This design comes from an exercise in tuning for small area, a short achievable clock period and few clock cycles on the open sky130 flow, not from production work.
Only the layout flow was run in this run; the RTL was not checked for function there.
No activity file was given, so power comes from the tool's default toggle rates.

[flow/design.v]
module Mult #(
	Bitwidth = 32
)(
    input signed [31:0] a, b,
    output signed [31:0] c
);
	 logic signed [63:0] ab;  
	 assign ab = a * b;
	 assign c = ab[55:24];
endmodule
module fullyconnect_4(
	input logic 				  Clk, Reset, start,
	input logic signed [31:0] curdata,
	input logic signed [31:0] curweight,
	input logic signed [31:0] curbias,
	output logic 		 [13:0] data_addr,
	output logic 		 [13:0] weight_addr,
	output logic 		 [9:0]  bias_addr,
	output logic 		 [13:0] temp_addr,
	output logic signed[31:0] temp_data,
	output logic     			  temp_wren,
	output logic 				  ready
);
	logic signed [31:0] data;  
	logic signed [31:0] weight;
	logic signed [31:0] bias;
	logic signed [31:0] result;
	logic signed [31:0] accumulator;
	logic 		 [13:0] data_base_addr;
	integer counter_step, counter_neuron;
	Mult kernel(.a(data), .b(weight), .c(result));  
	assign data_addr = counter_step;
	assign weight_addr = counter_neuron * 60 + counter_step;
	assign temp_addr = counter_neuron;
	assign temp_data = accumulator;  
	enum logic [4:0] {IDLE, CHECK_NEURON, LOAD_BIAS, LOAD, CHECK_STEP, 
							ACCUMULATE, RELU, SAVE_RESULT, DONE} state;
	always_ff@(posedge Clk)
	begin
		if(Reset)begin
			state 			<= IDLE;
			accumulator    <= 0;
			bias_addr 		<= 0;
			counter_step 	<= 0;
			counter_neuron <= 0;
		end else begin
			case(state)
				IDLE:
					if(start)
						state <= CHECK_NEURON;
				CHECK_NEURON:
					if(counter_neuron == 48)  
						state <= DONE;
					else begin
						state <= LOAD_BIAS;
					end
				LOAD_BIAS:begin
					bias 			<= curbias;
					bias_addr 	<= bias_addr + 1;
					state 		<= CHECK_STEP;
				end
				CHECK_STEP:
					if(counter_step == 60)begin
						counter_step <= 0;
						accumulator  <= accumulator + bias;  
						state 		 <= RELU;
					end else
						state <= LOAD;
				LOAD:begin
					state 			<= ACCUMULATE;
					counter_step 	<= counter_step + 1;
					data 				<= curdata;
					weight 			<= curweight;
				end
				ACCUMULATE:begin
					accumulator 	<= accumulator + result;
					state 			<= CHECK_STEP;
				end
				RELU:begin
					if(accumulator < 0)
						accumulator <= 0;
					state <= SAVE_RESULT;
				end
				SAVE_RESULT:begin
					accumulator 	<= 0;  
					counter_neuron <= counter_neuron + 1;
					state 			<= CHECK_NEURON;
				end
				DONE:begin
					counter_neuron <= 0;  
					bias_addr <= 0;  
					state <= IDLE;
				end
			endcase
		end
	end
	always_comb
	begin
		temp_wren = 1'b0;
		ready = 1'b0;
		case(state)
			SAVE_RESULT:
				temp_wren = 1'b1;
			DONE:
				ready = 1'b1;
			default:;
		endcase
	end
endmodule
[flow/config.mk]
export PLATFORM = sky130hd
export DESIGN_NAME = fullyconnect_4
export DESIGN_NICKNAME = fullyconnect_4
export VERILOG_FILES = /design/flow/design.v
export SDC_FILE = /design/flow/constraint.sdc
export NUM_CORES = 4
export LEC_CHECK = 0
export CAP_MARGIN = 20
export CORE_MARGIN = 2
export CORE_UTILIZATION = 40
export PLACE_DENSITY = 0.6
export SLEW_MARGIN = 20
[flow/constraint.sdc]
create_clock -name core_clock -period 10.0 [get_ports {Clk}]
set_input_delay 2.0000 -clock core_clock [delete_from_list [all_inputs] [get_ports {Clk}]]
set_output_delay 2.0000 -clock core_clock [all_outputs]
set_load 0.01 [all_outputs]
[flow/run.sh]
#!/bin/bash
# synth_recipe.tcl (not shown) runs the flow's synth.tcl, then flattens the netlist and writes it again
# the make line also repeats each setting of config.mk as NAME=value (left out here)
make -C /OpenROAD-flow-scripts/flow DESIGN_CONFIG=/design/flow/config.mk WORK_HOME=/design/flow/orfs CLKGATE_MAP_FILE= SYNTH_SCRIPT=/design/flow/synth_recipe.tcl finish
==> metrics.md <==
| Metric | Value |
|---|---|
| Status | `complete, no violations` |
| Layout Nets | `6192` |
| Critical Path RT | `10.49 ns` |
| Reg clk slew, reported paths | `0.07 ns` |
| Wirelength, routed | `120000 um` |
| Cell Pwr Density | `250 nW/um^2` |
| Final Hold Vio Count | `0` |
| Post-Layout Inst Area | `50400 um^2` |
| Cell Area, Synth | `43800 um^2` |
| Htree depth | `1` |
| Crit-path max FO | `6` |
| Area leader, netlist | `fa_1` |
| Final Power | `12600 uW` |
| Drc violations | `0` |
| Final Setup Violations | `0` |
| Die W | `335 um` |
| Clock Tree Buf Depth | `3` |
| TritonCTS clock tree | `done` |
| Register area share after synthesis | `11.6%` |
| # Max-Cap Violations | `0` |
| Flop2flop setup slack | `0.27 ns` |
| Placed cells | `6198` |
| Slew headroom | `32.6%` |
| First-pass GRT wire length | `191000 um` |
| Crit path kind | `reg2reg` |
| Post-DP HPWL | `98300 um` |
| Async SR Flop Fraction | `0%` |
| ANT nets after route | `0` |
| CP endpoint kind | `flip-flop` |
| Net Count, Synth | `5993` |
| Initial antenna violation count | `5` |
| CP peak stage delay | `0.60 ns` |
| CP dominant cell by count | `fa_1` |
| Leakage | `0.0236 uW` |
| Synth Flop Type | `dfxtp_1` |
| First-pass iteration count of the detailed router | `8` |
| Unique masters post-synth | `71` |
| Slowest cell on the critical path | `fa_1` |
| DR vias/cell | `5.02` |
| Port bufs | `184` |
| Final Max Tran Viols | `0` |
| Final Skew | `0.0566 ns` |
| Number of clock buffers inserted by TritonCTS | `29` |
| Worst VDD drop | `0.513 mV` |
| Hold_ws | `0.500 ns` |
| Num rows | `121` |
| Unrepaired setup endpoints after global routing | `yes` |
| Yosys warns | `1` |
| Die height | `335 um` |
| Final Instance Count excl. Fillers | `6291` |
| Pin count of the biggest net entering global routing | `65` |
| Share of the synthesized area in the top cell type | `45.7%` |
| Number of synthesized register bits | `206` |
| GPL Wtd Cong | `0.865` |
| WL per Instance | `19.1 um` |
| Total number of vias | `31600` |
| Area contributors post-synth | `fa_1, inv_1, and2_1` |
| Placed Area | `48500 um^2` |
| Die ar. | `112000 um^2` |
| Clk root buf | `clkbuf_16` |
| Number of global-route vias before repair | `34000` |
| Slew at the pin with the worst max-slew slack | `1.01 ns` |
| Average size of a mapped cell | `9.41 um^2` |
| CTS Sinks | `206` |
| Drt first-iter violations | `1676` |
| Post-route clock period utilization | `97.3%` |
| Global-route usage over all layers | `21.8%` |
| Fmax | `103 MHz` |
| Tightest Hold Check Type | `reg2reg` |
| CP arrival | `10.21 ns` |
| Initial core utilization | `40.3%` |
| Share of layout cells above drive strength 1 | `8.12%` |
| IO Pins | `185` |
| Core area | `109000 um^2` |
| Post-synthesis instance total | `4655` |
| Hold buffers post-CTS | `0` |
| Startpoint types | `flip-flop` |
| Diode count | `0` |
| Min cycle time layout | `9.73 ns` |
| Synth-to-Final Area Change | `15.1%` |
| Clock latency (worst-skew pair) | `0.65 ns` |
| Total global routing overflow | `0` |
| Post-synth EDFFs | `96` |
==> synth_stat cells, types with 4 or more instances <==
| master | count |
|---|---|
| a211o_1 | 6 |
| a211oi_1 | 11 |
| a21boi_0 | 4 |
| a21o_1 | 43 |
| a21oi_1 | 110 |
| a22oi_1 | 14 |
| a311oi_1 | 4 |
| a31oi_1 | 6 |
| a32oi_1 | 5 |
| and2_1 | 499 |
| and3_1 | 21 |
| and4_1 | 9 |
| buf_4 | 30 |
| clkbuf_1 | 230 |
| dfxtp_1 | 110 |
| edfxtp_1 | 96 |
| fa_1 | 1000 |
| ha_1 | 239 |
| inv_1 | 955 |
| nand2_1 | 584 |
| nand2b_1 | 23 |
| nand3_1 | 44 |
| nand3b_1 | 6 |
| nand4_1 | 31 |
| nor2_1 | 154 |
| nor2b_1 | 22 |
| nor3_1 | 31 |
| nor3b_1 | 4 |
| nor4_1 | 17 |
| o2111ai_1 | 5 |
| o211ai_1 | 7 |
| o21a_1 | 17 |
| o21ai_0 | 77 |
| o21bai_1 | 11 |
| o31ai_1 | 6 |
| or3_1 | 19 |
| or4_1 | 7 |
| xnor2_1 | 83 |
| xor2_1 | 65 |
==> final timing paths <==
path | to | from | cells past startpoint
max | accumulator[31] | data[15] | 36
min | counter_neuron[15] | counter_neuron[15] | 2
max reg2reg | accumulator[31] | data[15] | 36
min reg2reg | counter_neuron[15] | counter_neuron[15] | 2
==> flip-flops by register name, indices dropped and copies added, names as in the netlist <==
register	flops
state	4
weight	32
counter_step	32
bias_addr	10
bias	32
accumulator	32
data	32
counter_neuron	32
==> critical path, delay by kind of cell, from the launching register on <==
kind | cells | cell delay (ns)
simple gates | 6 | 0.71
buf+inv | 7 | 0.77
flops | 1 | 0.43
fa+ha+maj | 10 | 4.73
xor+xnor | 1 | 0.29
compound gates | 12 | 2.61
==> cells in the final DEF (no fill, tap or decap), drive strengths merged, types with 20 or more instances in the layout <==
cell type      Yosys  routed
fa              1000    1000
inv              955     957
nand2            584     584
and2             499     499
buf               35     243
ha               239     239
clkdlybuf4s50      0     183
nor2             155     155
dfxtp            110     110
a21oi            110     110
edfxtp            96      96
xnor2             83      83
o21ai             79      79
xor2              65      65
nand3             45      45
a21o              43      43
clkbuf           230      40
nand4             32      32
nor3              31      31
nand2b            23      23
nor2b             22      22
and3              21      21
or3               20      20
==> routing by layer <==
layer | GRT usage [%] | share of wire, % | up-vias
li1 | - | - | 14300
met4 | 4.26 | 2.7 | 2
met5 | 0 | 0.010 | -
met2 | 38.3 | 51 | 732
met1 | 28.9 | 42 | 16400
met3 | 2.69 | 4.9 | 144
==> layout make-up <==
type / count / area, um^2
clock buffers: 33 / 741
clock inverters: 21 / 230
fillers: 10400 / 58300
inverters: 956 / 3590
well taps: 1414 / 1770
multi-input cells: 3228 / 34500
flip-flops and latches: 206 / 5080
repair buffers: 433 / 4470
==> stage by stage <==
step | TNS [ns] | setup slack, ns | util, %
final | 0 | 0.274 | 46.4
after global routing | -0.140 | -0.140 | 46.4
after CTS | 0 | 0.00189 | 45.5
after detailed placement | -0.142 | -0.142 | 44.6
after global placement | -0.0749 | -0.0749 | 44.6
after floorplan | 0 | 0.454 | -
==> kinds of logic (layout without fill, tap and decap cells) <==
family / count (synthesis) / after routing / synth area share, %
multiplexers: 3 / 3 / 0.0685
buffers and inverters: 1221 / 1443 / 10.7
XOR/XNOR: 148 / 148 / 2.96
AND/OR/NAND/NOR: 1484 / 1484 / 17.0
adder cells (fa/ha/maj): 1239 / 1239 / 52.5
flip-flops: 206 / 206 / 11.6
AO/OA/AOI/OAI: 354 / 354 / 5.15
==> what timing repair did <==
action,4_1_cts,5_1_grt
gates resized for setup,10,116
setup buffers,1,32
pin swaps,4,91
gates cloned,0,6
setup endpoints to repair,5,17
==> power breakdown <==
| group | leakage (uW) | switching, uW | total [uW] | internal (uW) |
|---|---|---|---|---|
| Clock | 0.000478 | 465 | 1100 | 637 |
| Combinational | 0.0214 | 5920 | 10600 | 4710 |
| Sequential | 0.00175 | 9.37 | 901 | 892 |
| Total | 0.0236 | 6400 | 12600 | 6240 |

==> what the ideal ports hide <==
How much do the figures lean on ideal ports? The routed layout below was timed once more, with nothing changed but the port constraints.
Step 1, drivers: a clkbuf_16 drives Clk and a buf_2 each remaining input, both assumed.
Step 2 adds t to the input delays and takes it off the output delays; t is the mean of the earliest and latest rising clock arrival at the registers after step 1. Input paths then give back, and output paths get back, about the clock's delay inside the block.
Three values: no drivers, after step 1, after step 2; two values: the first two.
t (ns): 0.695
slack for setup (ns): 0.274 / 0.274 / 0.274
slew at the worst register clock pin (ns): 0.07 / 0.07
After both steps this run still meets setup and hold. The setup slack of this run moves by 0.000 ns with the drivers and by 0.000 ns with both steps.
